From an optimization exercise on the open Yosys and OpenROAD flow, aimed at small area, a short achievable clock period and few clock cycles; shortcuts taken in it are not production practice.
Where RTL was checked, it was by simulation tests only, not by an equivalence proof against the original.
Function not checked in runs 4 and 5: the RTL went through the layout flow alone.

`flow/run.sh`:
```
#!/bin/bash
# Standard ORFS layout (the standard.sh) with two changes:
# - plain buffers on the ports instead of the delay cells buffer_ports
#   picks by default;
# - clock tree: larger sink clusters and no dummy load cells.
set -euo pipefail
export BUFFER_PORTS_ARGS="-buffer_cell sky130_fd_sc_hd__buf_1"
export CTS_ARGS="-sink_clustering_enable -repair_clock_nets -dont_use_dummy_load -sink_clustering_size 24 -sink_clustering_max_diameter 80 -buf_list {sky130_fd_sc_hd__clkbuf_8 sky130_fd_sc_hd__clkbuf_16}"
bash standard.sh > orfs_flow.log 2>&1
```
`standard.sh`:
```
#!/bin/bash
# synth_recipe.tcl (not shown) runs the flow's synth.tcl, then flattens the netlist and writes it again
# the make line also repeats each setting of config.mk as NAME=value (left out here)
make -C /OpenROAD-flow-scripts/flow DESIGN_CONFIG=/design/flow/config.mk WORK_HOME=/design/flow/orfs CLKGATE_MAP_FILE= SYNTH_SCRIPT=/design/flow/synth_recipe.tcl "${@:-finish}"
```
`config.mk`:
```
export PLATFORM = sky130hd
export DESIGN_NAME = xoodoo
export DESIGN_NICKNAME = xoodoo
export VERILOG_FILES = /design/flow/design.v
export SDC_FILE = /design/flow/constraint.sdc
export NUM_CORES = 4
export LEC_CHECK = 0
export CAP_MARGIN = 5
export CORE_MARGIN = 2
export CORE_UTILIZATION = 35
export SETUP_SLACK_MARGIN = 2.5
export SLEW_MARGIN = 5
export SYNTH_HIERARCHICAL = 1
```
`constraint.sdc`:
```
create_clock -name core_clock -period 6.5 [get_ports {clk_i}]
set_input_delay 1.3000 -clock core_clock [delete_from_list [all_inputs] [get_ports {clk_i}]]
set_output_delay 1.3000 -clock core_clock [all_outputs]
set_load 0.01 [all_outputs]
```
`design.v`:
```
module xoodoo_rc(
    round_i,
    rc
);
    input  [3:0] round_i;
    output reg [9:0] rc;
    always @(*) begin
        case (round_i)
            4'd0:  rc = 10'h058;
            4'd1:  rc = 10'h038;
            4'd2:  rc = 10'h3C0;
            4'd3:  rc = 10'h0D0;
            4'd4:  rc = 10'h120;
            4'd5:  rc = 10'h014;
            4'd6:  rc = 10'h060;
            4'd7:  rc = 10'h02C;
            4'd8:  rc = 10'h380;
            4'd9:  rc = 10'h0F0;
            4'd10: rc = 10'h1A0;
            4'd11: rc = 10'h012;
            default: rc = 10'h000;
        endcase
    end
endmodule
module xoodoo_xor2(a, b, y);
    input a, b;
    output y;
    assign y = a ^ b;
endmodule
module xoodoo_xnor2(a, b, y);
    input a, b;
    output y;
    assign y = ~(a ^ b);
endmodule
module xoodoo_ornb(a, b, y);
    input a, b;
    output y;
    assign y = a | ~b;
endmodule
module xoodoo_chi(b0, b1, b2, y);
    input b0, b1, b2;
    output y;
    wire n;
    xoodoo_ornb u_n(.a(b1), .b(b2), .y(n));
    xoodoo_xnor2 u_x(.a(b0), .b(n), .y(y));
endmodule
module xoodoo_round(
    state_n_in,
    rc,
    state_out
);
    parameter [9:0] RC_MASK = 10'h3FF;
    input  [383:0] state_n_in;
    input  [9:0]   rc;
    output [383:0] state_out;
    function integer rot;    
        input integer z;
        input integer n;
        begin
            rot = (z + 32 - n) % 32;
        end
    endfunction
    wire [31:0] an [0:2][0:3];    
    wire [31:0] ai [0:2][0:3];    
    wire [31:0] p1 [0:3];
    wire [31:0] p  [0:3];         
    wire [31:0] e  [0:3];
    wire [31:0] t  [0:2][0:3];
    wire [31:0] b  [0:2][0:3];
    wire [31:0] c  [0:2][0:3];
    genvar x, y, z;
    generate
        for (y = 0; y < 3; y = y + 1) begin : g_unpack
            for (x = 0; x < 4; x = x + 1) begin : g_x
                assign an[y][x] = state_n_in[128*y + 32*x +: 32];
                for (z = 0; z < 32; z = z + 1) begin : g_z
                    if (y == 0 && x == 0 && z < 10 && RC_MASK[z]) begin : g_iota
                        xoodoo_xor2 u_i(.a(an[0][0][z]), .b(rc[z]), .y(ai[0][0][z]));
                    end else begin : g_noiota
                        assign ai[y][x][z] = an[y][x][z];
                    end
                end
            end
        end
        for (x = 0; x < 4; x = x + 1) begin : g_theta
            for (z = 0; z < 32; z = z + 1) begin : g_z
                xoodoo_xor2 u_p1(.a(an[0][x][z]), .b(an[1][x][z]), .y(p1[x][z]));
                xoodoo_xor2 u_p (.a(p1[x][z]),    .b(an[2][x][z]), .y(p[x][z]));
                xoodoo_xor2 u_e (.a(p[(x+3)%4][rot(z,5)]), .b(p[(x+3)%4][rot(z,14)]), .y(e[x][z]));
                xoodoo_xnor2 u_t0(.a(ai[0][x][z]), .b(e[x][z]), .y(t[0][x][z]));
                xoodoo_xnor2 u_t1(.a(ai[1][x][z]), .b(e[x][z]), .y(t[1][x][z]));
                xoodoo_xnor2 u_t2(.a(ai[2][x][z]), .b(e[x][z]), .y(t[2][x][z]));
            end
        end
        for (x = 0; x < 4; x = x + 1) begin : g_rhow
            for (z = 0; z < 32; z = z + 1) begin : g_z
                assign b[0][x][z] = t[0][x][z];
                assign b[1][x][z] = t[1][(x+3)%4][z];
                assign b[2][x][z] = t[2][x][rot(z,11)];
            end
        end
        for (x = 0; x < 4; x = x + 1) begin : g_chi
            for (z = 0; z < 32; z = z + 1) begin : g_z
                xoodoo_chi u_c0(.b0(b[0][x][z]), .b1(b[1][x][z]), .b2(b[2][x][z]), .y(c[0][x][z]));
                xoodoo_chi u_c1(.b0(b[1][x][z]), .b1(b[2][x][z]), .b2(b[0][x][z]), .y(c[1][x][z]));
                xoodoo_chi u_c2(.b0(b[2][x][z]), .b1(b[0][x][z]), .b2(b[1][x][z]), .y(c[2][x][z]));
            end
        end
        for (x = 0; x < 4; x = x + 1) begin : g_rhoe
            for (z = 0; z < 32; z = z + 1) begin : g_z
                assign state_out[  0 + 32*x + z] = c[0][x][z];
                assign state_out[128 + 32*x + z] = c[1][x][rot(z,1)];
                assign state_out[256 + 32*x + z] = c[2][(x+2)%4][rot(z,8)];
            end
        end
    endgenerate
endmodule
module xoodoo_n_rounds(
    state_n_in,
    state_out,
    step_i
);
    parameter roundPerCycle = 1;
    input  [383:0] state_n_in;     
    output [383:0] state_out;
    input  [3:0]   step_i;
    function [9:0] rc_mask;
        input integer slot;
        integer k;
        reg [9:0] m;
        begin
            m = 10'h0;
            for (k = slot; k < 12; k = k + roundPerCycle)
                case (k)
                    0: m = m | 10'h058;  1: m = m | 10'h038;  2: m = m | 10'h3C0;
                    3: m = m | 10'h0D0;  4: m = m | 10'h120;  5: m = m | 10'h014;
                    6: m = m | 10'h060;  7: m = m | 10'h02C;  8: m = m | 10'h380;
                    9: m = m | 10'h0F0; 10: m = m | 10'h1A0; 11: m = m | 10'h012;
                    default: m = m;
                endcase
            rc_mask = m;
        end
    endfunction
    wire [383:0] st [0:roundPerCycle];
    assign st[0] = ~state_n_in;
    genvar r;
    generate
        for (r = 0; r < roundPerCycle; r = r + 1) begin : gen_rounds
            wire [9:0] rc;
            wire [3:0] idx = step_i * roundPerCycle + r;
            xoodoo_rc rc_inst(
                .round_i(idx),
                .rc(rc)
            );
            xoodoo_round #(.RC_MASK(rc_mask(r))) round_inst(
                .state_n_in(r == 0 ? state_n_in : ~st[r]),
                .rc(rc),
                .state_out(st[r+1])
            );
        end
    endgenerate
    assign state_out = st[roundPerCycle];
endmodule
module xoodoo_aoi222(a1, a2, b1, b2, c1, c2, y);
    input a1, a2, b1, b2, c1, c2;
    output y;
    assign y = ~((a1 & a2) | (b1 & b2) | (c1 & c2));
endmodule
module xoodoo_mux4(s, d, y);
    input [1:0] s;
    input [3:0] d;
    output y;
    assign y = d[s];
endmodule
module xoodoo_sel3(s, a, b, c, y);
    input [1:0] s;
    input a, b, c;
    output y;
    assign y = s[1] ? (~s[0] & c) : (s[0] ? b : a);
endmodule
module xoodoo_rd(idx, v, y);
    input [3:0] idx;
    input [11:0] v;
    output y;
    wire [2:0] m;
    genvar j;
    generate
        for (j = 0; j < 3; j = j + 1) begin : g_m
            xoodoo_mux4 u_m(.s(idx[1:0]), .d(v[4*j +: 4]), .y(m[j]));
        end
    endgenerate
    xoodoo_sel3 u_o(.s(idx[3:2]), .a(m[0]), .b(m[1]), .c(m[2]), .y(y));
endmodule
module xoodoo(
    clk_i,
    rst_i,
    start_i,
    state_valid_o,
    init_reg,
    word_in,
    word_index_in,
    word_enable_in,
    domain_i,
    domain_enable_i,
    word_out
);
    input               clk_i;
    input               rst_i;
    input               start_i;
    output              state_valid_o;
    input               init_reg;
    input      [31:0]   word_in;
    input      [3:0]    word_index_in;   
    input               word_enable_in;
    input      [31:0]   domain_i;
    input               domain_enable_i;
    output     [31:0]   word_out;
    parameter roundPerCycle = 1;
    localparam STEPS = 12 / roundPerCycle;
    reg  [383:0] state_n;        
    wire [383:0] state = ~state_n;
    wire [383:0] round_out_state;
    reg  [3:0]  step;
    reg         running;
    reg         done;
    wire        perm = running | start_i;
    wire        clr  = rst_i | init_reg;
    xoodoo_n_rounds #(.roundPerCycle(roundPerCycle)) rounds_inst(
        .state_n_in(state_n),
        .state_out(round_out_state),
        .step_i(running ? step : 4'd0)
    );
    wire [11:0] sel;
    wire [11:0] ps, pn;
    wire        pr = perm & ~clr;
    genvar i, k;
    generate
        for (i = 0; i < 12; i = i + 1) begin : g_sel
            assign sel[i] = (word_index_in == i);
            assign pn[i]  = ~perm & ~clr & word_enable_in & sel[i];
            assign ps[i]  = ~perm & ~clr & ~(word_enable_in & sel[i]);
        end
    endgenerate
    wire [31:0] new_word = word_out ^ word_in;
    wire [31:0] dom = domain_enable_i ? domain_i : 32'h0;
    generate
        for (k = 0; k < 32; k = k + 1) begin : g_rd
            wire [11:0] v;
            for (i = 0; i < 12; i = i + 1) begin : g_v
                assign v[i] = state[32*i + k];
            end
            xoodoo_rd u_rd(.idx(word_index_in), .v(v), .y(word_out[k]));
        end
    endgenerate
    wire [383:0] d;
    generate
        for (i = 0; i < 12; i = i + 1) begin : g_w
            for (k = 0; k < 32; k = k + 1) begin : g_b
                wire nv, hv;
                if (i == 11) begin : g_dom
                    assign nv = new_word[k];
                    assign hv = state[32*i + k] ^ dom[k];
                end else begin : g_plain
                    assign nv = new_word[k];
                    assign hv = state[32*i + k];
                end
                xoodoo_aoi222 u_upd(.a1(pr), .a2(round_out_state[32*i + k]),
                                    .b1(pn[i]), .b2(nv), .c1(ps[i]), .c2(hv),
                                    .y(d[32*i + k]));
            end
        end
    endgenerate
    always @(posedge clk_i)
        state_n <= d;
    wire last = running ? (step == STEPS - 1) : (STEPS == 1);
    always @(posedge clk_i) begin
        if (rst_i) begin
            done    <= 1'b0;
            running <= 1'b0;
            step    <= 4'd0;
        end else if (perm) begin
            if (last) begin
                done    <= 1'b1;
                running <= 1'b0;
                step    <= 4'd0;
            end else begin
                done    <= 1'b0;
                running <= 1'b1;
                step    <= (running ? step : 4'd0) + 4'd1;
            end
        end
    end
    assign state_valid_o = done;
endmodule
```
==> run_results.csv, run 1 <==
group,metric,value,unit
setup_path,critPathMaxStageDelay,0.51,ns
clock_network,cts_buffer_depth,3,
detailed_routing,vias_per_cell,6.27,
detailed_routing,wl,153000,um
layout,final_cell_mix,"xnor2_1 (800), xor2_1 (426), inv_1 (390), dfxtp_1 (390), nand2b_1 (385)",
global_routing,grt_pass1_wl,207000,um
placement,io_buffers,106,
sta,setup_tns,0,ns
detailed_routing,avgRoutedWirePerCell,34.3,um
layout,mostFrequentLayoutCell,"xnor2_1",
sta,holdWs,0.470,ns
clock_network,clk_latency,0.68,ns
setup_path,worstPathMaxFanout,8,
floorplanning,core,0.0849,mm2
sta,worst_pin_slew,1.32,ns
detailed_routing,ant_nets,0,
setup_path,crit_slowest_cell,"mux4_2",
clock_network,root_buffer,"clkbuf_16",
detailed_routing,first_pass_iters,15,
setup_path,path_cells,"clkbuf_16 > buf_12 > buf_16 > mux4_2 > mux2i_2 > o22ai_2 > buf_1",
detailed_routing,drc,0,
placement,hpwl,111000,um
layout,area_growth_syn_to_layout,12.6,%
clock_network,htreeDepth,1,
synthesis,ys_warn_count,10,
clock_network,cts_buffers,30,
floorplanning,start_util,35.1,%
synthesis,syn_inst,3104,
layout,fin_area,0.0336,mm2
setup_path,end_kind,"output pin",
layout,drive_above_1_share,7.85,%
sta,grt_setup_unrepaired,"yes",
clock_network,cts.sinks,390,
floorplanning,die_x,296,um
setup_path,start_kind,"primary input",
min_path,hold_path_class,"register to register",
detailed_routing,num_vias,27900,
sta,fin_skew,0.0841,ns
global_routing,grt_pass1_vias,25800,
placement,place_congestion,1.06,
sta,finalHoldViolCount,0,
synthesis,syn_nets,3186,
global_routing,grt.overflow.total,0,
sta,finalCritPeriodShare,63.2,%
floorplanning,fp.dieArea,0.0876,mm2
layout,nets,3382,
job,cap_violations,0,
synthesis,avgSynthCellArea,9.61,um2
floorplanning,io_pins,107,
clock_network,cts-hold-fix-buffers,0,
floorplanning,die_h,296,um
floorplanning,rows,107,
clock_network,clk_pin_slew_worst_paths,0.06,ns
sta,finalSetupViolations,0,
sta,min_period,4.11,ns
placement,placed_cell_area,0.0323,mm2
global_routing,antenna_found_initial,6,
setup_path,cp.required,5.20,ns
status,status,"finished clean",
sta,fmax,244,MHz
global_routing,grt_use_total,33.8,%
synthesis,netlist_area,0.0298,mm2
setup_path,path_class,"primary input to output pin",
sta,slew_viol_final,0,
clock_network,cts_tree,"built",
detailed_routing,drt_iter0_drc,6077,
setup_path,worstPathArrival,2.81,ns
global_routing,grt_max_degree,162,
sta,relSlewSlack,12.0,%
==> path summary, 6_finish.rpt <==
path | from | endpoint | slack, ns | depth (start not counted)
min | done | done | 0.47 | 2
min reg2reg | done | done | 0.47 | 2
max | word_index_in[0] | word_out[10] | 2.39 | 7
max reg2reg | state_n[192] | state_n[310] | 2.66 | 7
==> flip-flops by register name (all words and copies together) (netlist names) <==
register,cells
state_n,384
step,4
done,1
running,1
==> layer usage <==
layer / up-vias / track usage (%) / wire length [um]
met5: - / 0 / 36
met4: 6 / 22.7 / 12500
met3: 492 / 9.14 / 20800
met2: 2282 / 50.0 / 63500
met1: 13700 / 43.0 / 55900
li1: 11400 / - / -
==> area by class of cell <==
type	instances	area, um2
Clock buffer	30	751
Timing Repair Buffer	172	1260
Sequential cell	390	7810
Antenna cell	3	7.51
Fill cell	8725	51300
Multi-Input combinational cell	2316	20900
Tap cell	1144	1430
Inverter	390	1460
==> what timing repair did <==
| item | CTS | global route |
|---|---|---|
| buffers inserted | 7 | 2 |
| cloned | 6 | 0 |
| pin swaps | 3 | 3 |
| setup endpoints to repair | 186 | 30 |
| resized for setup | 52 | 9 |
==> worst max-delay path, delay by kind of cell <==
kind,cells,cell delay (ns)
AOI/OAI and AO/OA,1,0.13
buffers and inverters,4,0.64
muxes,2,0.68
==> per-stage QoR <==
stage | worst slack (ns) | util, % | std cells
after floorplan | -1.96 | - | 3104
after global placement | 1.48 | 38.1 | 4396
after detailed placement | 1.45 | 38.1 | 4396
after CTS | 2.41 | 39.5 | 4439
after global routing | 2.35 | 39.6 | 4442
final | 2.39 | 39.6 | 4445
Testbench counts, summed over its fixed seeds: cycles 22,310.
==> run 2: changes to the inputs <==
--- a/config.mk
+++ b/config.mk
@@ -9,4 +9,5 @@
 export CORE_MARGIN = 2
 export CORE_UTILIZATION = 35
+export PLACE_DENSITY = 0.75
 export SETUP_SLACK_MARGIN = 2.5
 export SLEW_MARGIN = 5
==> run 2 against run 1 <==
Register-to-register slack is essentially flat. Critical path type unchanged. Critical endpoint is now word_out[26]. Synthesized area is the same. Final cell count is essentially flat.
==> run_results.csv, run 2 <==
group,metric,value,unit
synthesis,ys_warn_count,10,
clock_network,root_buffer,"clkbuf_16",
clock_network,cts.sinks,390,
detailed_routing,vias_per_cell,6.38,
sta,finalHoldViolCount,0,
sta,grt_setup_unrepaired,"yes",
layout,mostFrequentLayoutCell,"xnor2_1",
job,cap_violations,0,
global_routing,grt.overflow.total,0,
layout,largestRegisters,"state_n x384, step x4",
placement,post-place-ws,1.87,ns
layout,fin_cells,4443,
sta,worst_pin_slew,1.31,ns
min_path,hp-start,"done",
placement,place_congestion,1.12,
synthesis,avgSynthCellArea,9.61,um2
layout,nets,3381,
layout,filler_cell_count,8493,
clock_network,cts_buffer_depth,3,
layout,final_cell_mix,"xnor2_1 (800), xor2_1 (425), inv_1 (390), dfxtp_1 (390), nand2b_1 (385)",
sta,setup_tns,0,ns
clock_network,clk_latency,0.64,ns
setup_path,worstPathArrival,2.78,ns
sta,fin_ws,2.42,ns
sta,slew_viol_final,0,
floorplanning,fp.dieArea,0.0876,mm2
global_routing,grt_pass1_wl,201000,um
placement,io_buffers,106,
layout,drive_above_1_share,7.98,%
global_routing,antenna_found_initial,4,
setup_path,r2r-start,"state_n[160]",
layout,regMostFlops,"state_n",
global_routing,grt_use_total,32.6,%
detailed_routing,drt_iter0_drc,6677,
layout,area_growth_syn_to_layout,13.0,%
detailed_routing,drc,0,
global_routing,grt_pass1_vias,26100,
placement,dp_cells,4389,
floorplanning,die_h,296,um
detailed_routing,highest_layer,"met4",
floorplanning,die_x,296,um
setup_path,start_kind,"primary input",
detailed_routing,first_pass_iters,15,
synthesis,syn_inst,3104,
detailed_routing,drt-met1-wl,51000,um
clock_network,cts_tree,"built",
detailed_routing,wl,149000,um
setup_path,startpoint,"word_index_in[0]",
clock_network,cts_buffers,27,
sta,relSlewSlack,12.5,%
detailed_routing,met3_length,23500,um
placement,hpwl,109000,um
min_path,hold_path_class,"register to register",
clock_network,clk_pin_slew_worst_paths,0.07,ns
layout,final_util,39.7,%
detailed_routing,avgRoutedWirePerCell,33.6,um
setup_path,path_class,"primary input to output pin",
floorplanning,start_util,35.1,%
sta,finalSetupViolations,0,
setup_path,end_kind,"output pin",
sta,min_period,4.08,ns
status,status,"finished clean",
sta,fmax,245,MHz
layout,largest_reg_flops,384,
sta,fin_skew,0.0713,ns
detailed_routing,met2_length,59500,um
synthesis,netlist_area,0.0298,mm2
setup_path,worstPathMaxFanout,6,
floorplanning,io_pins,107,
detailed_routing,num_vias,28300,
setup_path,cp.required,5.20,ns
sta,finalCritPeriodShare,62.7,%
clock_network,htreeDepth,1,
sta,holdWs,0.475,ns
floorplanning,core,0.0849,mm2
detailed_routing,ant_nets,0,
floorplanning,rows,107,
synthesis,syn_nets,3186,
global_routing,grt_max_degree,207,
==> run 2: worst paths after layout <==
path	to	slack, ns	depth (start not counted)
hold / removal	done	0.47	2
setup / recovery	word_out[26]	2.42	6
setup reg to reg	state_n[269]	2.65	7
hold reg to reg	done	0.47	2
==> run 2: area by class of cell <==
class                           instances  area, um2  share of cell area, %
Multi-Input combinational cell       2316      20900                   62.0
Sequential cell                       390       7810                   23.2
Inverter                              390       1460                   4.34
Tap cell                             1144       1430                   4.25
Timing Repair Buffer                  174       1430                   4.24
Clock buffer                           27        676                   2.00
Antenna cell                            2       5.00                 0.0148
==> run 2: repair_timing <==
action | 4_1_cts | 5_1_grt
gates cloned | 7 | 11
buffers inserted | 3 | 4
hold buffers | 0 | 0
pin swaps | 1 | 2
setup endpoints to repair | 32 | 31
gates resized for setup | 33 | 34
==> run 2: through the flow <==
| step | instance area [um2] |
|---|---|
| 5_1_grt | 33700 |
| 4_1_cts | 33300 |
| 3_3_place_gp | 32200 |
| 2_1_floorplan | 29900 |
| 3_5_place_dp | 32200 |
| 6_report | 33700 |
==> run 2: critical path, stage by stage <==
cell and delay, ns:
clkbuf_16 0.19, buf_16 0.18, mux4_2 0.50, mux2i_1 0.23, o22ai_1 0.14, buf_2 0.20
==> run 2: routing by layer <==
metal	GRT usage, %	up-vias
met5	0	-
met4	23.8	0
met1	40.8	13600
li1	-	11400
met2	47.7	2720
met3	9.08	680
==> run 3: changes to the inputs <==
--- a/config.mk
+++ b/config.mk
@@ -6,9 +6,8 @@
 export NUM_CORES = 4
 export LEC_CHECK = 0
-export CAP_MARGIN = 5
+export CAP_MARGIN = 20
 export CORE_MARGIN = 2
 export CORE_UTILIZATION = 35
-export PLACE_DENSITY = 0.75
 export SETUP_SLACK_MARGIN = 2.5
-export SLEW_MARGIN = 5
+export SLEW_MARGIN = 20
 export SYNTH_HIERARCHICAL = 1
==> run 3 against run 2 <==
Via count decreased by 0.99%. Sequential share of layout area decreased by 0.17 points. Die area unchanged. Highest routed layer is now met5. Final cell count increased by 0.43%. First-iteration DRC count decreased by 9.9%. Non-clock buffer count increased by 15. Still clean. Fmax decreased by 0.21%. Worst hold slack got worse by 0.0017 ns.
==> run_results.csv, run 3 <==
group,metric,value,unit
status,status,"finished clean",
setup_path,path_buf_inv,4,
clock_network,htreeDepth,1,
sta,slew_viol_final,0,
floorplanning,die_h,296,um
clock_network,cts_buffer_depth,3,
sta,fmax,245,MHz
global_routing,grt_pass1_vias,25600,
detailed_routing,drt_iter0_drc,6015,
layout,regMostFlops,"state_n",
clock_network,root_buffer,"clkbuf_16",
floorplanning,io_pins,107,
clock_network,clk_latency,0.65,ns
synthesis,ys_warn_count,10,
global_routing,grt_use_total,33.9,%
sta,grt_setup_unrepaired,"yes",
global_routing,antenna_found_initial,5,
layout,mostFrequentLayoutCell,"xnor2_1",
global_routing,grt_max_degree,162,
floorplanning,core,0.0849,mm2
clock_network,cts_tree,"built",
clock_network,cts_buffers,30,
synthesis,netlist_area,0.0298,mm2
setup_path,end_kind,"output pin",
sta,finalHoldViolCount,0,
detailed_routing,wl,154000,um
setup_path,worstPathMaxFanout,5,
synthesis,avgSynthCellArea,9.61,um2
placement,io_buffers,106,
synthesis,syn_inst,3104,
sta,finalSetupViolations,0,
detailed_routing,ant_nets,0,
layout,largestRegisters,"state_n x384, step x4",
min_path,hold_path_class,"register to register",
sta,fin_skew,0.0590,ns
layout,fin_cells,4462,
floorplanning,rows,107,
layout,drive_above_1_share,9.11,%
layout,fin_area,0.0339,mm2
setup_path,crit_slowest_cell,"mux4_2",
global_routing,grt_pass1_wl,207000,um
layout,area_growth_syn_to_layout,13.8,%
sta,relSlewSlack,14.0,%
sta,min_period,4.09,ns
detailed_routing,drc,0,
setup_path,worstPathArrival,2.79,ns
floorplanning,fp.dieArea,0.0876,mm2
detailed_routing,first_pass_iters,13,
setup_path,start_kind,"primary input",
placement,dp_cells,4398,
detailed_routing,num_vias,28100,
job,cap_violations,0,
layout,largest_reg_flops,384,
clock_network,clk_pin_slew_worst_paths,0.06,ns
placement,placed_cell_area,0.0324,mm2
detailed_routing,avgRoutedWirePerCell,34.4,um
synthesis,syn_nets,3186,
placement,place_congestion,1.06,
layout,final_cell_mix,"xnor2_1 (800), xor2_1 (419), inv_1 (390), dfxtp_1 (390), nand2b_1 (385)",
setup_path,path_class,"primary input to output pin",
sta,worst_pin_slew,1.29,ns
setup_path,cp.required,5.20,ns
layout,nets,3399,
setup_path,critPathMaxStageDelay,0.53,ns
placement,hpwl,112000,um
global_routing,grt.overflow.total,0,
floorplanning,start_util,35.1,%
detailed_routing,vias_per_cell,6.29,
layout,filler_cell_count,8657,
sta,finalCritPeriodShare,62.8,%
setup_path,critPathTopFamily,"buffers and inverters",
setup_path,path_cells,"clkbuf_16 > buf_12 > bufbuf_16 > mux4_2 > nand2_1 > o22ai_2 > buf_2",
clock_network,cts.sinks,390,
floorplanning,die_x,296,um
## run 3: timing repair
item | 4_1_cts | 5_1_grt
resized for setup | 55 | 40
gates cloned | 8 | 0
hold buffers | 0 | 0
pin swaps | 3 | 6
buffers inserted | 15 | 8
endpoints found under the setup margin | 184 | 33
## run 3: worst paths after layout
kind | slack, ns | endpoint | startpoint | depth (start not counted)
min | 0.47 | done | done | 2
max reg2reg | 2.71 | state_n[310] | state_n[192] | 7
min reg2reg | 0.47 | done | done | 2
max | 2.41 | word_out[9] | word_index_in[0] | 7
## run 3: final cells by class
type	count	area, um2	area share, %
flip-flops and latches	390	7810	23.0
repair buffers	189	1510	4.45
clock buffers	30	751	2.21
multi-input cells	2316	21000	61.8
inverters	390	1460	4.31
well taps	1144	1430	4.22
diodes	3	7.51	0.0221
## run 3: tightest hold or removal path: cells and delay by family, from the launching register on
family          cells  cell delay [ns]
flops               1             0.31
simple gates        1             0.05
compound gates      1             0.06
## run 3: routing by layer
layer	track usage [%]	vias up	part of all wire, %
li1	-	11400	-
met1	43.5	13800	36
met2	50.1	2354	41
met3	8.54	529	14
met4	22.7	2	8.6
met5	0	-	0.0085
## run 3: stage by stage
| step | utilization (%) | hold WS [ns] | setup slack (ns) | setup TNS [ns] |
|---|---|---|---|---|
| global placement | 38.1 | 0.448 | 1.48 | 0 |
| detailed placement | 38.1 | 0.462 | 1.46 | 0 |
| finish | 40.0 | 0.473 | 2.41 | 0 |
| floorplan | - | 0.462 | -1.96 | -751.67 |
| CTS | 39.7 | 0.471 | 2.42 | 0 |
| global route | 40.0 | 0.506 | 2.38 | 0 |
==> run 4: changes to the inputs <==
--- a/design.v
+++ b/design.v
@@ -167,28 +167,39 @@
     assign y = ~((a1 & a2) | (b1 & b2) | (c1 & c2));
 endmodule
-module xoodoo_mux4(s, d, y);
-    input [1:0] s;
-    input [3:0] d;
+module xoodoo_nand4(a, b, c, d, y);
+    input a, b, c, d;
     output y;
-    assign y = d[s];
+    assign y = ~(a & b & c & d);
 endmodule
-module xoodoo_sel3(s, a, b, c, y);
-    input [1:0] s;
+module xoodoo_nand2(a, b, y);
+    input a, b;
+    output y;
+    assign y = ~(a & b);
+endmodule
+module xoodoo_nand3(a, b, c, y);
     input a, b, c;
     output y;
-    assign y = s[1] ? (~s[0] & c) : (s[0] ? b : a);
+    assign y = ~(a & b & c);
 endmodule
-module xoodoo_rd(idx, v, y);
-    input [3:0] idx;
+module xoodoo_rd(lo, hi, v, y);
+    input [3:0] lo;
+    input [2:0] hi;
     input [11:0] v;
     output y;
-    wire [2:0] m;
+    wire [2:0] z;
     genvar j;
     generate
         for (j = 0; j < 3; j = j + 1) begin : g_m
-            xoodoo_mux4 u_m(.s(idx[1:0]), .d(v[4*j +: 4]), .y(m[j]));
+            wire [3:0] g;
+            wire m;
+            genvar k;
+            for (k = 0; k < 4; k = k + 1) begin : g_g
+                xoodoo_nand2 u_g(.a(lo[k]), .b(v[4*j+k]), .y(g[k]));
+            end
+            xoodoo_nand4 u_m(.a(g[0]), .b(g[1]), .c(g[2]), .d(g[3]), .y(m));
+            xoodoo_nand2 u_z(.a(hi[j]), .b(m), .y(z[j]));
         end
     endgenerate
-    xoodoo_sel3 u_o(.s(idx[3:2]), .a(m[0]), .b(m[1]), .c(m[2]), .y(y));
+    xoodoo_nand3 u_o(.a(z[0]), .b(z[1]), .c(z[2]), .y(y));
 endmodule
 module xoodoo(
@@ -231,4 +242,6 @@
         .step_i(running ? step : 4'd0)
     );
+    wire [3:0]  lo;
+    wire [2:0]  hi;
     wire [11:0] sel;
     wire [11:0] ps, pn;
@@ -236,6 +249,12 @@
     genvar i, k;
     generate
+        for (i = 0; i < 4; i = i + 1) begin : g_lo
+            assign lo[i] = (word_index_in[1:0] == i);
+        end
+        for (i = 0; i < 3; i = i + 1) begin : g_hi
+            assign hi[i] = (word_index_in[3:2] == i);
+        end
         for (i = 0; i < 12; i = i + 1) begin : g_sel
-            assign sel[i] = (word_index_in == i);
+            assign sel[i] = hi[i/4] & lo[i%4];
             assign pn[i]  = ~perm & ~clr & word_enable_in & sel[i];
             assign ps[i]  = ~perm & ~clr & ~(word_enable_in & sel[i]);
@@ -250,5 +269,5 @@
                 assign v[i] = state[32*i + k];
             end
-            xoodoo_rd u_rd(.idx(word_index_in), .v(v), .y(word_out[k]));
+            xoodoo_rd u_rd(.lo(lo), .hi(hi), .v(v), .y(word_out[k]));
         end
     endgenerate
--- a/config.mk
+++ b/config.mk
@@ -6,8 +6,8 @@
 export NUM_CORES = 4
 export LEC_CHECK = 0
-export CAP_MARGIN = 20
+export CAP_MARGIN = 5
 export CORE_MARGIN = 2
 export CORE_UTILIZATION = 35
 export SETUP_SLACK_MARGIN = 2.5
-export SLEW_MARGIN = 20
+export SLEW_MARGIN = 5
 export SYNTH_HIERARCHICAL = 1
==> run 4 against run 3 <==
Final cell count is 9.5% higher. Critical path depth is 3 higher. Non-clock buffer count is 7 higher. Sequential share of layout area hardly changed. Synthesized cell count is 14% higher. Fmax is 0.24% lower. Worst setup slack worse by 0.0099 ns. Via count is 8.5% higher. Critical endpoint is now word_out[7]. Highest routed layer unchanged.
==> run_results.csv, run 4 <==
group,metric,value,unit
floorplanning,rows,106,
min_path,holdPathStages,2,
placement,place_congestion,1.09,
setup_path,worstPathArrival,2.80,ns
clock_network,cts-hold-fix-buffers,0,
layout,final_cell_mix,"xnor2_1 (800), nand2_1 (521), xor2_1 (426)",
sta,worst_pin_slew,1.36,ns
synthesis,syn_nets,3612,
clock_network,root_buffer,"clkbuf_16",
detailed_routing,wl,169000,um
global_routing,antenna_found_initial,8,
detailed_routing,vias_per_cell,6.23,
layout,regArea,0.00781,mm2
min_path,hold_path_class,"register to register",
sta,fmax,244,MHz
clock_network,cts_buffer_depth,3,
clock_network,clk_latency,0.64,ns
synthesis,netlist_area,0.0296,mm2
sta,finalSetupViolations,0,
global_routing,grt_max_degree,156,
floorplanning,die_x,295,um
detailed_routing,drt_iter0_drc,6508,
sta,finalHoldViolCount,0,
sta,finalCritPeriodShare,63.0,%
sta,min_period,4.10,ns
detailed_routing,num_vias,30400,
clock_network,cts.sinks,390,
layout,mostFrequentLayoutCell,"xnor2_1",
layout,nets,3830,
synthesis,avgSynthCellArea,8.39,um2
setup_path,start_kind,"primary input",
layout,area_growth_syn_to_layout,14.5,%
placement,post-place-ws,1.63,ns
detailed_routing,first_pass_iters,14,
sta,setup_tns,0,ns
sta,fin_ws,2.40,ns
placement,io_buffers,106,
clock_network,cts_tree,"built",
setup_path,end_kind,"output pin",
synthesis,ys_warn_count,10,
setup_path,r2r_cells,6,
setup_path,cp.required,5.20,ns
layout,drive_above_1_share,5.47,%
floorplanning,die_h,295,um
clock_network,htreeDepth,1,
setup_path,path_class,"primary input to output pin",
status,status,"finished clean",
global_routing,grt_pass1_wl,222000,um
clock_network,clk_pin_slew_worst_paths,0.08,ns
global_routing,grt_use_total,36.5,%
floorplanning,core,0.0837,mm2
layout,multi_input_area,0.0207,mm2
sta,fin_skew,0.0467,ns
sta,relSlewSlack,9.29,%
job,cap_violations,0,
floorplanning,start_util,35.4,%
layout,fin_area,0.0339,mm2
floorplanning,fp.dieArea,0.0870,mm2
detailed_routing,ant_nets,0,
sta,slew_viol_final,0,
synthesis,syn_inst,3530,
clock_network,cts_buffers,29,
setup_path,worstPathMaxFanout,6,
layout,largestRegisters,"state_n x384, step x4",
detailed_routing,avgRoutedWirePerCell,34.6,um
global_routing,grt.overflow.total,0,
placement,hpwl,114000,um
detailed_routing,drc,0,
layout,regMostFlops,"state_n",
layout,filler_cell_count,8715,
placement,placed_cell_area,0.0322,mm2
layout,largest_reg_flops,384,
global_routing,grt_pass1_vias,27800,
sta,grt_setup_unrepaired,"yes",
floorplanning,io_pins,107,
## run 4: repair_timing
| item | in CTS | in global routing |
|---|---|---|
| setup buffers | 6 | 10 |
| pin swaps | 2 | 9 |
| resized for setup | 43 | 40 |
| cloned | 12 | 13 |
| endpoints found under the setup margin | 32 | 32 |
## run 4: path summary, 6_finish.rpt
path	end	startpoint	slack, ns
setup / recovery	word_out[7]	word_index_in[0]	2.40
hold / removal	done	done	0.48
setup reg to reg	state_n[346]	state_n[226]	2.49
hold reg to reg	done	done	0.48
## run 4: layout make-up
class | instances | share of cell area, %
clock buffer | 29 | 2.14
multi-input combinational | 2741 | 61.0
sequential | 390 | 23.0
tap | 1134 | 4.18
antenna | 4 | 0.0295
inverter | 390 | 4.31
timing repair buffer | 196 | 5.31
## run 4: metal layers
layer,routed length [um],global-route usage [%],vias up
li1,-,-,12500
met1,59600,45.4,14700
met2,67600,52.8,2541
met3,24900,10.0,617
met4,16800,29.5,6
met5,36,0,-
## run 4: per-stage QoR
stage	cells	hold slack [ns]	util, %
2_1_floorplan	3530	0.461	-
3_3_place_gp	4810	0.448	38.5
3_5_place_dp	4810	0.462	38.5
4_1_cts	4857	0.482	39.9
5_1_grt	4880	0.513	40.5
6_report	4884	0.480	40.6
## run 4: critical path, cell delays in order
cell	delay, ns
buf_16	0.11
nor2b_4	0.13
buf_6	0.14
clkbuf_16	0.19
buf_16	0.17
nand2_2	0.06
nand4_1	0.23
nand2_1	0.17
nand3_2	0.12
buf_6	0.15
==> run 5: changes to the inputs <==
--- a/design.v
+++ b/design.v
@@ -188,10 +188,9 @@
     output y;
     wire [2:0] z;
-    genvar j;
+    genvar j, k;
     generate
         for (j = 0; j < 3; j = j + 1) begin : g_m
             wire [3:0] g;
             wire m;
-            genvar k;
             for (k = 0; k < 4; k = k + 1) begin : g_g
                 xoodoo_nand2 u_g(.a(lo[k]), .b(v[4*j+k]), .y(g[k]));
@@ -203,4 +202,23 @@
     xoodoo_nand3 u_o(.a(z[0]), .b(z[1]), .c(z[2]), .y(y));
 endmodule
+module xoodoo_rd8(idx, v, y);
+    input  [3:0]  idx;
+    input  [95:0] v;      
+    output [7:0]  y;
+    wire [3:0] lo;
+    wire [2:0] hi;
+    genvar i, b;
+    generate
+        for (i = 0; i < 4; i = i + 1) begin : g_lo
+            assign lo[i] = (idx[1:0] == i);
+        end
+        for (i = 0; i < 3; i = i + 1) begin : g_hi
+            assign hi[i] = (idx[3:2] == i);
+        end
+        for (b = 0; b < 8; b = b + 1) begin : g_b
+            xoodoo_rd u_rd(.lo(lo), .hi(hi), .v(v[12*b +: 12]), .y(y[b]));
+        end
+    endgenerate
+endmodule
 module xoodoo(
     clk_i,
@@ -264,10 +282,13 @@
     wire [31:0] dom = domain_enable_i ? domain_i : 32'h0;
     generate
-        for (k = 0; k < 32; k = k + 1) begin : g_rd
-            wire [11:0] v;
-            for (i = 0; i < 12; i = i + 1) begin : g_v
-                assign v[i] = state[32*i + k];
+        for (k = 0; k < 4; k = k + 1) begin : g_rd
+            wire [95:0] v;
+            genvar b;
+            for (b = 0; b < 8; b = b + 1) begin : g_v
+                for (i = 0; i < 12; i = i + 1) begin : g_w
+                    assign v[12*b + i] = state[32*i + 8*k + b];
+                end
             end
-            xoodoo_rd u_rd(.lo(lo), .hi(hi), .v(v), .y(word_out[k]));
+            xoodoo_rd8 u_rd8(.idx(word_index_in), .v(v), .y(word_out[8*k +: 8]));
         end
     endgenerate
==> run 5 against run 4 <==
Via count increased by 1.3%. Synthesized area is 0.43% higher. First-iteration DRC count is 5.3% higher. Utilization shrank 0.067 points. Still clean on timing, DRC and antenna. Wire length decreased by 0.37%. Non-clock buffer count grew 12. Largest cell class unchanged.
==> run_results.csv, run 5 <==
group,metric,value,unit
layout,nets,3868,
detailed_routing,wl,168000,um
setup_path,r2r_slack,2.43,ns
status,status,"finished clean",
job,cap_violations,0,
clock_network,cts_buffer_depth,3,
global_routing,grt.overflow.total,0,
sta,holdWs,0.469,ns
setup_path,cp.required,6.92,ns
layout,drive_above_1_share,5.63,%
layout,regMostFlops,"state_n",
placement,place_congestion,1.09,
setup_path,startpoint,"state_n[213]",
detailed_routing,vias_per_cell,6.26,
layout,largest_reg_flops,384,
global_routing,grt_pass1_wl,223000,um
global_routing,grt_use_total,36.8,%
synthesis,avgSynthCellArea,8.39,um2
setup_path,start_kind,"register",
synthesis,netlist_area,0.0298,mm2
sta,worst_pin_slew,1.37,ns
setup_path,worstPathArrival,4.49,ns
detailed_routing,avgRoutedWirePerCell,34.2,um
floorplanning,start_util,35.4,%
sta,fin_skew,0.0951,ns
floorplanning,io_pins,107,
synthesis,syn_inst,3547,
floorplanning,fp.dieArea,0.0874,mm2
sta,finalCritPeriodShare,62.6,%
detailed_routing,drc,0,
global_routing,grt_pass1_vias,28100,
layout,filler_cell_count,8727,
clock_network,cts-hold-fix-buffers,0,
placement,io_buffers,106,
detailed_routing,first_pass_iters,14,
global_routing,antenna_found_initial,4,
min_path,hold_path_class,"register to register",
clock_network,clk_latency,0.68,ns
setup_path,critPathTopFamily,"XOR/XNOR gates",
clock_network,cts_buffers,31,
global_routing,grt_max_degree,192,
min_path,hp-start,"done",
detailed_routing,num_vias,30800,
sta,min_period,4.07,ns
detailed_routing,ant_nets,0,
setup_path,path_class,"register to register",
setup_path,r2r-start,"state_n[213]",
floorplanning,core,0.0840,mm2
synthesis,syn_nets,3629,
sta,finalHoldViolCount,0,
setup_path,critPathMaxStageDelay,1.00,ns
placement,hpwl,123000,um
floorplanning,die_x,296,um
sta,grt_setup_unrepaired,"no",
sta,fin_ws,2.43,ns
layout,final_cell_mix,"xnor2_1 (800), nand2_1 (523), xor2_1 (424)",
sta,fmax,246,MHz
setup_path,crit_slowest_cell,"xor2_1",
clock_network,root_buffer,"clkbuf_16",
setup_path,end_kind,"register",
layout,fin_cells,4923,
synthesis,ys_warn_count,10,
floorplanning,rows,106,
setup_path,path_cells,"xor2_1 > xor2_1 > xor2_1 > xnor2_1 > nand2b_1 > xnor2_1 > a222oi_1",
layout,final_util,40.5,%
setup_path,crit_top_cell,"xor2_1",
sta,finalSetupViolations,0,
sta,slew_viol_final,0,
detailed_routing,drt_iter0_drc,6851,
placement,dp_cells,4850,
clock_network,cts_tree,"built",
sta,relSlewSlack,8.66,%
layout,mostFrequentLayoutCell,"xnor2_1",
setup_path,path_buf_inv,0,
clock_network,htreeDepth,1,
layout,largestRegisters,"state_n x384, step x4",
floorplanning,die_h,296,um
sta,setup_tns,0,ns
setup_path,worstPathMaxFanout,3,
clock_network,clk_pin_slew_worst_paths,0.09,ns
placement,post-place-ws,1.65,ns
clock_network,cts.sinks,390,
layout,area_growth_syn_to_layout,14.2,%
run 5: final cells by class:
class / count / area [um2] / area share (%)
Antenna cell: 5 / 12.5 / 0.0368
Inverter: 390 / 1460 / 4.31
Timing Repair Buffer: 208 / 1630 / 4.80
Multi-Input combinational cell: 2765 / 20900 / 61.4
Sequential cell: 390 / 7810 / 23.0
Clock buffer: 31 / 776 / 2.28
Tap cell: 1134 / 1420 / 4.17
run 5: what timing repair did:
action,CTS,global route
cloned,8,6
gates resized for setup,62,16
setup buffers,16,7
pin swaps,6,8
setup endpoints to repair,32,46
run 5: layer usage:
metal	vias up	GRT usage [%]	part of all wire [%]
met5	-	0	0.0077
met4	2	29.2	10
met3	653	10.9	15
met2	2624	52.3	39
met1	14900	46.2	36
li1	12600	-	-
run 5: metrics by stage:
step / area, um2
global placement: 32400
CTS: 33700
floorplan: 29800
finish: 34000
detailed placement: 32400
global route: 34000
run 5: worst paths after layout:
kind | cells past startpoint | endpoint
hold reg to reg | 2 | done
setup / recovery | 7 | state_n[299]
setup reg to reg | 7 | state_n[299]
hold / removal | 2 | done
run 5: worst reg2reg max path, delay by kind of cell, from the launching register on:
family,cells,cell delay [ns]
AOI/OAI and AO/OA,1,0.25
DFF,1,0.44
and+or+nand+nor,1,0.23
xor gates and xnor gates,5,2.95
==> run 6: changes to the inputs <==
--- a/design.v
+++ b/design.v
@@ -202,8 +202,8 @@
     xoodoo_nand3 u_o(.a(z[0]), .b(z[1]), .c(z[2]), .y(y));
 endmodule
-module xoodoo_rd8(idx, v, y);
+module xoodoo_rd4(idx, v, y);
     input  [3:0]  idx;
-    input  [95:0] v;      
-    output [7:0]  y;
+    input  [47:0] v;      
+    output [3:0]  y;
     wire [3:0] lo;
     wire [2:0] hi;
@@ -216,5 +216,5 @@
             assign hi[i] = (idx[3:2] == i);
         end
-        for (b = 0; b < 8; b = b + 1) begin : g_b
+        for (b = 0; b < 4; b = b + 1) begin : g_b
             xoodoo_rd u_rd(.lo(lo), .hi(hi), .v(v[12*b +: 12]), .y(y[b]));
         end
@@ -282,13 +282,13 @@
     wire [31:0] dom = domain_enable_i ? domain_i : 32'h0;
     generate
-        for (k = 0; k < 4; k = k + 1) begin : g_rd
-            wire [95:0] v;
+        for (k = 0; k < 8; k = k + 1) begin : g_rd
+            wire [47:0] v;
             genvar b;
-            for (b = 0; b < 8; b = b + 1) begin : g_v
+            for (b = 0; b < 4; b = b + 1) begin : g_v
                 for (i = 0; i < 12; i = i + 1) begin : g_w
-                    assign v[12*b + i] = state[32*i + 8*k + b];
+                    assign v[12*b + i] = state[32*i + 4*k + b];
                 end
             end
-            xoodoo_rd8 u_rd8(.idx(word_index_in), .v(v), .y(word_out[8*k +: 8]));
+            xoodoo_rd4 u_rd4(.idx(word_index_in), .v(v), .y(word_out[4*k +: 4]));
         end
     endgenerate
--- a/config.mk
+++ b/config.mk
@@ -9,5 +9,5 @@
 export CORE_MARGIN = 2
 export CORE_UTILIZATION = 35
-export SETUP_SLACK_MARGIN = 2.5
+export SETUP_SLACK_MARGIN = 2.9
 export SLEW_MARGIN = 5
 export SYNTH_HIERARCHICAL = 1
==> run 6 against run 5 <==
Still clean. First-iteration DRC count rose by 1.6%. Final cell count rose by 1.6%. Wire length decreased by 2.7%. Critical path depth increased by 1. Fmax grew 8.7%. Worst setup slack improved by 0.33 ns. Sequential cell count unchanged. Global-route usage shrank 0.84 points. Via count rose by 0.44%. Utilization up 1.0 points. Die area rose by 0.57%.
==> run_results.csv, run 6 <==
group,metric,value,unit
status,status,"finished clean",
layout,regArea,0.00781,mm2
sta,slew_viol_final,0,
layout,nets,3939,
detailed_routing,vias_per_cell,6.19,
layout,regMostFlops,"state_n",
setup_path,path_cells,"clkbuf_16 > buf_12 > and2b_2 > nand2_1 > nand4_1 > nand2_1 > nand3_4 > buf_6",
global_routing,grt_use_met3,11.0,%
floorplanning,die_h,296,um
synthesis,avgSynthCellArea,8.37,um2
synthesis,ys_warn_count,10,
global_routing,grt_pass1_wl,222000,um
floorplanning,io_pins,107,
min_path,whs_endpoint,"done",
sta,holdWs,0.465,ns
sta,fin_skew,0.0518,ns
placement,hpwl,119000,um
sta,finalSetupViolations,0,
job,cap_violations,0,
setup_path,worstPathArrival,2.44,ns
global_routing,grt_max_degree,179,
layout,multi_input_area,0.0215,mm2
setup_path,crit_top_cell,"nand2_1",
sta,fin_ws,2.76,ns
layout,final_cell_mix,"xnor2_1 (798), nand2_1 (488), xor2_1 (422)",
detailed_routing,drc,0,
setup_path,critPathMaxStageDelay,0.27,ns
clock_network,clk_pin_slew_worst_paths,0.05,ns
clock_network,root_buffer,"clkbuf_16",
placement,post-place-ws,1.72,ns
layout,filler_cell_count,8653,
detailed_routing,wl,164000,um
floorplanning,fp.dieArea,0.0879,mm2
min_path,holdPathStages,2,
layout,largestRegisters,"state_n x384, step x4",
clock_network,clk_latency,0.61,ns
placement,dp_cells,4869,
sta,worst_pin_slew,1.31,ns
layout,largest_reg_flops,384,
layout,final_util,41.5,%
floorplanning,rows,107,
setup_path,path_class,"primary input to output pin",
clock_network,cts_tree,"built",
synthesis,syn_inst,3575,
setup_path,worstPathMaxFanout,8,
setup_path,crit_slowest_cell,"and2b_2",
global_routing,grt_pass1_vias,28500,
placement,io_buffers,106,
global_routing,grt_use_total,36.0,%
sta,grt_setup_unrepaired,"yes",
detailed_routing,num_vias,31000,
global_routing,met1_usage,45.4,%
global_routing,met2_usage,52.3,%
placement,place_congestion,1.10,
layout,area_growth_syn_to_layout,17.9,%
setup_path,r2r-start,"state_n[113]",
setup_path,cp.required,5.20,ns
global_routing,grt-busiest-layer,"met2",
clock_network,cts-hold-fix-buffers,0,
min_path,hold_path_class,"register to register",
floorplanning,core,0.0850,mm2
clock_network,cts_buffer_depth,3,
floorplanning,die_x,296,um
global_routing,grt.overflow.total,0,
layout,drive_above_1_share,9.57,%
sta,min_period,3.74,ns
placement,placed_cell_area,0.0324,mm2
detailed_routing,first_pass_iters,13,
setup_path,r2r_slack,2.89,ns
clock_network,cts.sinks,390,
synthesis,syn_nets,3657,
detailed_routing,drt_iter0_drc,6959,
layout,fin_area,0.0353,mm2
synthesis,netlist_area,0.0299,mm2
detailed_routing,avgRoutedWirePerCell,32.7,um
clock_network,cts_buffers,34,
clock_network,htreeDepth,2,
setup_path,start_kind,"primary input",
sta,relSlewSlack,12.2,%
detailed_routing,ant_nets,0,
sta,fmax,267,MHz
setup_path,end_kind,"output pin",
min_path,hp-start,"done",
setup_path,r2r_cells,7,
layout,mostFrequentLayoutCell,"xnor2_1",
global_routing,antenna_found_initial,12,
floorplanning,start_util,35.2,%
sta,finalCritPeriodShare,57.5,%
sta,finalHoldViolCount,0,
layout,fin_cells,5003,
setup_path,worst_r2r_endpoint,"state_n[350]",
-- run 6: critical path, delay by kind of cell --
kind / cells / cell delay (ns)
buf+inv: 3 / 0.47
simple gates: 5 / 0.67
-- run 6: timing repair --
item                                    in CTS  in global routing
endpoints found under the setup margin     317                 78
gates cloned                                27                  6
resized for setup                          186                 85
pin swaps                                   39                 69
setup buffers                               45                 18
-- run 6: cell type report --
cell class / instances / area share, %
flip-flops and latches: 390 / 22.1
multi-input cells: 2801 / 61.0
well taps: 1144 / 4.06
diodes: 4 / 0.0284
inverters: 390 / 4.15
repair buffers: 240 / 6.24
clock buffers: 34 / 2.41
-- run 6: how the worst max path moves through the flow --
stage	slack, ns	from	cells after the start	to
2_1_floorplan	-1.94	rst_i	3	state_n[0]
3_3_place_gp	1.70	word_index_in[1]	7	word_out[4]
5_1_grt	2.72	word_index_in[1]	9	word_out[7]
4_1_cts	2.75	word_index_in[1]	9	word_out[15]
3_5_place_dp	1.72	word_index_in[0]	8	word_out[24]
6_report	2.76	word_index_in[0]	8	word_out[0]
-- run 6: per-layer routing --
metal,part of all wire (%),up-vias
li1,-,12800
met1,37,15000
met2,41,2566
met3,14,600
met4,8.2,18
met5,0.11,-
-- run 6: through the flow --
step	TNS [ns]
detailed placement	0
global route	0
CTS	0
global placement	0
floorplan	-745.40
finish	0
Testbench counts of run 6, summed over its fixed seeds: cycles 22,310.
==> run 7: changes to the inputs <==
--- a/config.mk
+++ b/config.mk
@@ -9,5 +9,5 @@
 export CORE_MARGIN = 2
 export CORE_UTILIZATION = 35
-export SETUP_SLACK_MARGIN = 2.9
+export SETUP_SLACK_MARGIN = 2.5
 export SLEW_MARGIN = 5
 export SYNTH_HIERARCHICAL = 1
==> run 7 against run 6 <==
Sequential cell count stayed put. Design area shrank 5.0%. Synthesized area unchanged. First-iteration DRC count down 7.8%. Die area unchanged. Via count is 2.7% lower. Critical path depth decreased by 3. Register-to-register slack got worse by 0.13 ns. Sequential share of layout area rose by 1.2 points. Largest cell class unchanged. Highest routed layer unchanged.
==> run_results.csv, run 7 <==
group,metric,value,unit
clock_network,root_buffer,"clkbuf_16",
layout,final_cell_mix,"xnor2_1 (800), nand2_1 (524), xor2_1 (425)",
min_path,holdPathStages,2,
global_routing,grt_pass1_vias,27700,
layout,fin_area,0.0335,mm2
status,status,"finished clean",
layout,final_util,39.4,%
layout,area_growth_syn_to_layout,12.0,%
setup_path,crit_slowest_cell,"clkbuf_4",
sta,grt_setup_unrepaired,"yes",
layout,regArea,0.00781,mm2
sta,relSlewSlack,14.0,%
clock_network,cts_tree,"built",
setup_path,path_class,"primary input to output pin",
sta,finalCritPeriodShare,61.8,%
placement,hpwl,119000,um
clock_network,cts_buffer_depth,3,
layout,filler_cell_count,8830,
detailed_routing,wl,157000,um
layout,nets,3851,
detailed_routing,ant_nets,0,
layout,mostFrequentLayoutCell,"xnor2_1",
setup_path,end_kind,"output pin",
clock_network,htreeDepth,2,
synthesis,avgSynthCellArea,8.37,um2
synthesis,netlist_area,0.0299,mm2
layout,largestRegisters,"state_n x384, step x4",
synthesis,syn_inst,3575,
sta,fin_ws,2.48,ns
detailed_routing,drt_iter0_drc,6419,
layout,multi_input_area,0.0210,mm2
global_routing,antenna_found_initial,10,
floorplanning,die_h,296,um
sta,min_period,4.02,ns
job,cap_violations,0,
clock_network,clk_latency,0.60,ns
placement,io_buffers,106,
layout,drive_above_1_share,4.43,%
detailed_routing,vias_per_cell,6.12,
clock_network,cts_buffers,34,
global_routing,grt.overflow.total,0,
setup_path,worstPathMaxFanout,27,
layout,regMostFlops,"state_n",
setup_path,critPathTopFamily,"simple AND/OR/NAND/NOR gates",
floorplanning,io_pins,107,
floorplanning,fp.dieArea,0.0879,mm2
floorplanning,start_util,35.2,%
detailed_routing,num_vias,30100,
floorplanning,die_x,296,um
sta,fmax,249,MHz
layout,largest_reg_flops,384,
sta,finalSetupViolations,0,
clock_network,clk_pin_slew_worst_paths,0.05,ns
floorplanning,rows,107,
setup_path,r2r_cells,7,
setup_path,cp_num_cells,5,
setup_path,path_cells,"clkbuf_4 > nor2b_1 > nand2_1 > nand3_1 > buf_1",
global_routing,grt_pass1_wl,213000,um
sta,fin_skew,0.0479,ns
placement,placed_cell_area,0.0324,mm2
clock_network,cts-hold-fix-buffers,0,
setup_path,r2r-start,"state_n[209]",
global_routing,grt_max_degree,179,
synthesis,ys_warn_count,10,
detailed_routing,avgRoutedWirePerCell,32.0,um
detailed_routing,first_pass_iters,15,
setup_path,critPathMaxStageDelay,0.48,ns
sta,worst_pin_slew,1.29,ns
placement,post-place-ws,1.72,ns
min_path,hold_path_class,"register to register",
min_path,hp-start,"done",
setup_path,startpoint,"word_index_in[2]",
setup_path,path_buf_inv,2,
setup_path,start_kind,"primary input",
setup_path,worstPathArrival,2.72,ns
placement,place_congestion,1.10,
sta,finalHoldViolCount,0,
global_routing,grt_use_total,34.5,%
detailed_routing,drc,0,
clock_network,cts.sinks,390,
sta,slew_viol_final,0,
setup_path,cp.required,5.20,ns
floorplanning,core,0.0850,mm2
synthesis,syn_nets,3657,
==> run 7: worst min-delay path, cell delays in order (launching register included) <==
cell and delay, ns:
dfxtp_1 0.31, nand2_1 0.05, a21oi_1 0.05
==> run 7: metal layers <==
layer  share of wire, %  up-vias  track usage, %  wire [um]
met5              0.033        -               0         52
met4                7.9        8            22.5      12500
met3                 14      543            9.44      21900
met2                 41     2325            50.9      64500
met1                 37    14600            44.2      58600
li1                   -    12600               -          -
==> run 7: timing repair <==
action	4_1_cts	5_1_grt
endpoints found under the setup margin	43	36
cloned	0	3
setup buffers	0	5
gates resized for setup	31	20
pin swaps	0	1
endpoints found under the hold margin	0	0
==> run 7: final cells by class <==
class                      instances  area share, %
timing repair buffer             166           2.94
inverter                         390           4.37
antenna                            6         0.0448
tap                             1144           4.27
multi-input combinational       2787           62.6
clock buffer                      34           2.54
sequential                       390           23.3
==> run 7: path summary, 6_finish.rpt <==
| kind | end | slack, ns |
|---|---|---|
| worst min register to register | done | 0.46 |
| worst min-delay path | done | 0.46 |
| worst max-delay path | word_out[3] | 2.48 |
| worst max register to register | state_n[318] | 2.76 |
==> run 7: per-stage QoR <==
step                      instances  setup TNS [ns]  hold slack (ns)
after floorplan                3575         -745.40            0.475
after global placement         4869               0            0.450
after detailed placement       4869               0            0.459
after CTS                      4903               0            0.469
after global routing           4911               0            0.493
final                          4917               0            0.465
==> run 8: changes to the inputs <==
--- a/config.mk
+++ b/config.mk
@@ -9,5 +9,6 @@
 export CORE_MARGIN = 2
 export CORE_UTILIZATION = 35
-export SETUP_SLACK_MARGIN = 2.5
+export PLACE_DENSITY = 0.75
+export SETUP_SLACK_MARGIN = 2.7
 export SLEW_MARGIN = 5
 export SYNTH_HIERARCHICAL = 1
==> run 8 against run 7 <==
Still clean on timing, DRC and antenna. Worst setup slack better by 0.055 ns. Critical path depth up 1. First-iteration DRC count is 2.9% higher. Synthesized area unchanged. Worst hold slack better by 0.010 ns. Via count up 1.8%. Sequential cell count is the same. Wire length fell by 0.41%. Design area increased by 1.4%. Largest cell class unchanged.
==> run_results.csv, run 8 <==
group,metric,value,unit
status,status,"finished clean",
floorplanning,io_pins,107,
layout,largestRegisters,"state_n x384, step x4",
setup_path,path_class,"primary input to register",
detailed_routing,avgRoutedWirePerCell,31.7,um
detailed_routing,num_vias,30700,
job,cap_violations,0,
detailed_routing,first_pass_iters,14,
placement,io_buffers,106,
global_routing,grt_max_degree,166,
layout,drive_above_1_share,6.14,%
clock_network,cts_buffer_depth,3,
setup_path,end_kind,"register",
min_path,hold_path_class,"register to register",
floorplanning,rows,107,
global_routing,grt.overflow.total,0,
floorplanning,die_x,296,um
layout,largest_reg_flops,384,
layout,fin_cells,4940,
clock_network,cts_tree,"built",
clock_network,cts-hold-fix-buffers,0,
sta,fmax,252,MHz
sta,setup_tns,0,ns
synthesis,syn_nets,3657,
setup_path,cp.required,6.91,ns
layout,regMostFlops,"state_n",
setup_path,worstPathMaxFanout,20,
clock_network,clk_pin_slew_worst_paths,0.06,ns
layout,regArea,0.00781,mm2
layout,mostFrequentLayoutCell,"xnor2_1",
sta,finalSetupViolations,0,
layout,area_growth_syn_to_layout,13.6,%
clock_network,htreeDepth,1,
clock_network,clk_latency,0.65,ns
clock_network,cts.sinks,390,
sta,holdWs,0.475,ns
placement,place_congestion,1.12,
layout,final_cell_mix,"xnor2_1 (800), nand2_1 (523), xor2_1 (425)",
floorplanning,fp.dieArea,0.0879,mm2
placement,hpwl,117000,um
sta,finalCritPeriodShare,61.0,%
detailed_routing,drc,0,
setup_path,worstPathArrival,4.38,ns
synthesis,syn_inst,3575,
clock_network,root_buffer,"clkbuf_16",
placement,dp_cells,4859,
setup_path,start_kind,"primary input",
detailed_routing,vias_per_cell,6.21,
sta,min_period,3.96,ns
sta,slew_viol_final,0,
sta,fin_skew,0.0646,ns
floorplanning,start_util,35.2,%
sta,grt_setup_unrepaired,"yes",
synthesis,avgSynthCellArea,8.37,um2
layout,nets,3876,
sta,relSlewSlack,9.97,%
detailed_routing,ant_nets,0,
sta,worst_pin_slew,1.35,ns
global_routing,grt_pass1_vias,28600,
synthesis,ys_warn_count,10,
layout,filler_cell_count,8703,
global_routing,grt_use_total,34.3,%
floorplanning,die_h,296,um
setup_path,r2r_slack,2.70,ns
sta,finalHoldViolCount,0,
global_routing,grt_pass1_wl,213000,um
clock_network,cts_buffers,29,
layout,multi_input_area,0.0212,mm2
global_routing,antenna_found_initial,5,
detailed_routing,wl,157000,um
synthesis,netlist_area,0.0299,mm2
detailed_routing,drt_iter0_drc,6605,
floorplanning,core,0.0850,mm2
[run 8: metrics by stage]
step           area, um2  setup slack (ns)  util (%)
5_1_grt            34000              2.53      40.0
4_1_cts            33700              2.66      39.6
2_1_floorplan      30000             -1.94         -
3_3_place_gp       32300              1.59      38.0
3_5_place_dp       32300              1.62      38.0
6_report           34000              2.54      40.0
[run 8: timing repair]
item / 4_1_cts / 5_1_grt
setup endpoints to repair: 269 / 129
gates cloned: 8 / 5
pin swaps: 7 / 7
setup buffers: 21 / 14
gates resized for setup: 86 / 51
[run 8: final cells by class]
cell class,instances,area share [%]
Sequential cell,390,23.0
Inverter,390,4.31
Antenna cell,4,0.0294
Timing Repair Buffer,191,4.10
Clock buffer,29,2.13
Multi-Input combinational cell,2792,62.3
Tap cell,1144,4.21
[run 8: worst max-delay path: stages]
cell and delay, ns:
buf_1 0.17, nor2_2 0.33, nand2_1 0.67, a21oi_4 1.22, buf_4 0.50, a222oi_1 0.16
[run 8: path summary, 6_finish.rpt]
check	from	to	cells past startpoint
setup reg to reg	state_n[214]	state_n[291]	7
hold / removal	done	done	2
setup / recovery	start_i	state_n[22]	6
hold reg to reg	done	done	2
[run 8: per-layer routing]
layer	wire (um)	GRT usage [%]	up-vias
met5	24	0	-
met4	15400	27.7	4
met3	23200	11.4	722
met2	62700	49.3	2603
met1	55500	41.5	14700
li1	-	-	12700

==> re-timing with driven ports <==
The results above use ideal ports. As a check the final layouts listed here were re-extracted and re-timed, cells and wires unchanged. Step 1 sets driving cells, clkbuf_16 on the clock port and buf_2 on the other inputs (assumed; they add their load-dependent delay and slew). Step 2, shift: input delay + t, output delay - t, t = (earliest + latest rising clock arrival at the registers) / 2. This alone moves slack from input paths to output paths. a / b / c = ideal ports / drivers / drivers and shift; a / b = the first two.
run | t (ns) | setup slack, ns | latest minus earliest clock arrival (ns) | slew at the worst register clock pin (ns) | cell pins on the clock port's net
run 1 | 0.705 | 2.394 / 2.107 / 1.873 | 0.085 / 0.084 | 0.10 / 0.10 | 1
run 2 | 0.676 | 2.423 / 2.105 / 2.007 | 0.073 / 0.073 | 0.11 / 0.11 | 1
run 3 | 0.693 | 2.415 / 2.091 / 1.833 | 0.059 / 0.059 | 0.10 / 0.10 | 1
run 4 | 0.693 | 2.405 / 2.311 / 1.980 | 0.048 / 0.048 | 0.11 / 0.11 | 1
run 5 | 0.699 | 2.434 / 2.399 / 1.959 | 0.095 / 0.095 | 0.11 / 0.11 | 1
run 6 | 0.643 | 2.760 / 2.209 / 2.088 | 0.054 / 0.054 | 0.11 / 0.11 | 1
run 7 | 0.643 | 2.482 / 2.305 / 1.924 | 0.050 / 0.051 | 0.11 / 0.11 | 1
run 8 | 0.686 | 2.536 / 2.409 / 1.881 | 0.064 / 0.064 | 0.10 / 0.10 | 1
After both steps setup and hold are still met in every run listed. For run 6, which loses most, drivers alone change the setup slack by -0.551 ns; drivers and shift together by -0.672 ns.
